This is an optimization exercise on Yosys and OpenROAD, whose aim is small area, not a production implementation.
The RTL was checked by simulation tests, not by an equivalence proof against the original design.
Power is estimated from default activity; no workload was simulated.

==> v14 <==
==> flow/design.v (excerpt) <==
module ov5640_cfg_top(
    input               clk_50M     ,
    input               rst_n       ,
    output              cmos_reset  ,
    output              cmos_pwdn   ,
    output              cmos_sclk   ,
    output              cmos_sdat_o ,
    output              cmos_sdat_oe,
    output              cfg_done    
);
==> flow/config.mk <==
export PLATFORM = sky130hd
export DESIGN_NAME = ov5640_cfg_top
export DESIGN_NICKNAME = ov5640_cfg_top
export VERILOG_FILES = /design/flow/design.v
export SDC_FILE = /design/flow/constraint.sdc
export NUM_CORES = 4
export LEC_CHECK = 0
export ABC_AREA = 1
export CAP_MARGIN = 20
export CELL_PAD_IN_SITES_DETAIL_PLACEMENT = 1
export CELL_PAD_IN_SITES_GLOBAL_PLACEMENT = 1
export CORE_MARGIN = 2
export CORE_UTILIZATION = 25
export CTS_BUF_LIST = sky130_fd_sc_hd__clkbuf_4 sky130_fd_sc_hd__clkbuf_8
export GPL_TIMING_DRIVEN = 0
export PLACE_DENSITY = 0.4
export SLEW_MARGIN = 20
export SYNTH_MEMORY_MAX_BITS = 16384
==> flow/constraint.sdc <==
create_clock -name core_clock -period 20.0 [get_ports {clk_50M}]
set_input_delay 4.0000 -clock core_clock [delete_from_list [all_inputs] [get_ports {clk_50M}]]
set_output_delay 4.0000 -clock core_clock [all_outputs]
set_load 0.01 [all_outputs]
standard.sh (not shown) runs the stock make flow with config.mk's settings and CLKGATE_MAP_FILE= SYNTH_SCRIPT=/design/flow/synth_recipe.tcl, a recipe that flattens the netlist after the stock synthesis.
==> flow/flow/run.sh <==
#!/bin/bash
# Standard layout, except that the combinational logic of the standard
# synthesis is re-mapped for area before floorplanning. flow/resyn.tcl runs
# an ABC script on a netlist, keeping its flip-flops (names, cells and
# connections) as they are. Eight scripts (flow/resyn*.abc, deepsyn with
# different seeds) run on the standard netlist; four more (flow/refine*.abc)
# run on the smallest result; the smallest of all is laid out.
set -euo pipefail
W=$(pwd)
R=$W/orfs/results/sky130hd/ov5640_cfg_top/base
LIB=$FLOW_HOME/platforms/sky130hd/lib/sky130_fd_sc_hd__tt_025C_1v80.lib
bash standard.sh synth > $W/synth_std.log 2>&1
cp $R/1_2_yosys.v $W/1_2_yosys_std.v
resyn() {  # input netlist, output name, abc script
  RESYN_LIB=$LIB RESYN_IN=$1 RESYN_OUT=$W/$2.v RESYN_DONTUSE=$W/flow/dontuse.txt \
  RESYN_ABC=$3 yosys -c $W/flow/resyn.tcl > $W/$2.log 2>&1 || true
}
smallest() {  # names -> the one with the smallest area
  for n in "$@"; do
    a=$(grep 'Chip area' $W/$n.v.stat 2>/dev/null | awk '{print $NF}') && [ -n "$a" ] && echo "$a $n"
  done | sort -g | head -1 | awk '{print $2}'
}
for s in 0 1 2 3; do resyn $W/1_2_yosys_std.v resyn$s $W/flow/resyn$s.abc & done; wait
for s in 4 5 6 7; do resyn $W/1_2_yosys_std.v resyn$s $W/flow/resyn$s.abc & done; wait
b1=$(smallest resyn0 resyn1 resyn2 resyn3 resyn4 resyn5 resyn6 resyn7)
for s in 0 1 2 3; do resyn $W/$b1.v refine$s $W/flow/refine$s.abc & done; wait
best=$(smallest $b1 refine0 refine1 refine2 refine3)
grep -H 'Chip area' $W/*.v.stat > $W/resyn_areas.txt
echo "using $best" >> $W/resyn_areas.txt
cp $W/$best.v $R/1_2_yosys.v
rm -f $R/1_synth.odb $R/1_synth.sdc
bash standard.sh synth > $W/synth_odb.log 2>&1
bash standard.sh finish > $W/finish.log 2>&1
==> flow/flow/resyn.tcl <==
# Re-map the combinational logic of the standard synthesis netlist with a
# stronger ABC script. Flip-flops (and tie cells) are kept as they are, with
# their instance names, cell types and connections.
yosys -import
set lib $::env(RESYN_LIB)
read_liberty -overwrite -setattr liberty_cell -ignore_miss_func $lib
read_verilog $::env(RESYN_IN)
hierarchy -top $::env(FLOW_TOP)
foreach m [split [string trim [tee -q -s result.string select -list-mod =A:liberty_cell]] "\n"] {
  if {[string match "*__df*" $m] || [string match "*__conb*" $m]} { setattr -mod -set blackbox 1 $m }
}
flatten
opt_clean
set du ""
set f [open $::env(RESYN_DONTUSE)]
foreach c [split [string trim [read $f]] " "] { append du " -dont_use $c" }
close $f
eval abc -liberty $lib $du -script $::env(RESYN_ABC)
opt_clean -purge
read_liberty -overwrite -lib $lib
hilomap -singleton -hicell sky130_fd_sc_hd__conb_1 HI -locell sky130_fd_sc_hd__conb_1 LO
splitnets
opt_clean -purge
insbuf -buf sky130_fd_sc_hd__buf_1 A X
check -assert
tee -o $::env(RESYN_OUT).stat stat -liberty $lib
write_verilog -noattr -nohex -nodec $::env(RESYN_OUT)
Other scripts of this flow, unchanged in this note and not shown: flow/flow/dontuse.txt, flow/flow/refine0.abc, flow/flow/refine1.abc, flow/flow/refine2.abc, flow/flow/refine3.abc, flow/flow/resyn0.abc, flow/flow/resyn1.abc, flow/flow/resyn2.abc, flow/flow/resyn3.abc, flow/flow/resyn4.abc, flow/flow/resyn5.abc, flow/flow/resyn6.abc, flow/flow/resyn7.abc
==> inputs of v9, as changes to v14 <==
--- a/flow/flow/resyn.tcl
+++ b/flow/flow/resyn.tcl
@@ -21,7 +21,7 @@
 hilomap -singleton -hicell sky130_fd_sc_hd__conb_1 HI -locell sky130_fd_sc_hd__conb_1 LO
 splitnets
 opt_clean -purge
-insbuf -buf sky130_fd_sc_hd__buf_1 A X
+insbuf -buf sky130_fd_sc_hd__buf_4 A X
 check -assert
 tee -o $::env(RESYN_OUT).stat stat -liberty $lib
 write_verilog -noattr -nohex -nodec $::env(RESYN_OUT)
- CORE_UTILIZATION: 25 -> 30
- PLACE_DENSITY: 0.4 -> 0.45
==> run notes <==
Clock skew: v9 is lower than v14 (0.00091 ns). In synthesized area, v14 and v9 do not differ. Of v14 and v9, v14 has the higher hold slack (gap 0.0083 ns). Against v14, the register-to-register slack of v9 is lower by 0.06 ns. In v14 the non-clock buffer count is higher than in v9, by 3. Global-route usage: v9 is higher than v14 (6.3 points). Between v9 and v14, the lower clock power is in v14 (gap about 4%, measured against v14).

-- separate check: timing with driven ports --
No port has a modelled driver above. Below, the same layouts with a new extraction and two added sets of constraints. Step 1 sets driving cells, clkbuf_16 on the clock port and buf_2 on the other inputs (assumed; they add their load-dependent delay and slew). Step 2 times the ports against the registers' clock, not the clock port: input delays grow and output delays shrink by t, the midpoint of the rising clock arrivals with the driver on. Three values: no drivers, after step 1, after step 2; two values: the first two.
run | t, ns | setup slack, ns | clock arrival spread, ns | pins driven straight from the clock port
v14 | 0.305 | 9.843 / 9.813 / 10.118 | 0.005 / 0.005 | 1
v9 | 0.312 | 9.187 / 9.156 / 9.469 | 0.004 / 0.003 | 1
After both steps every run listed still meets setup and hold.
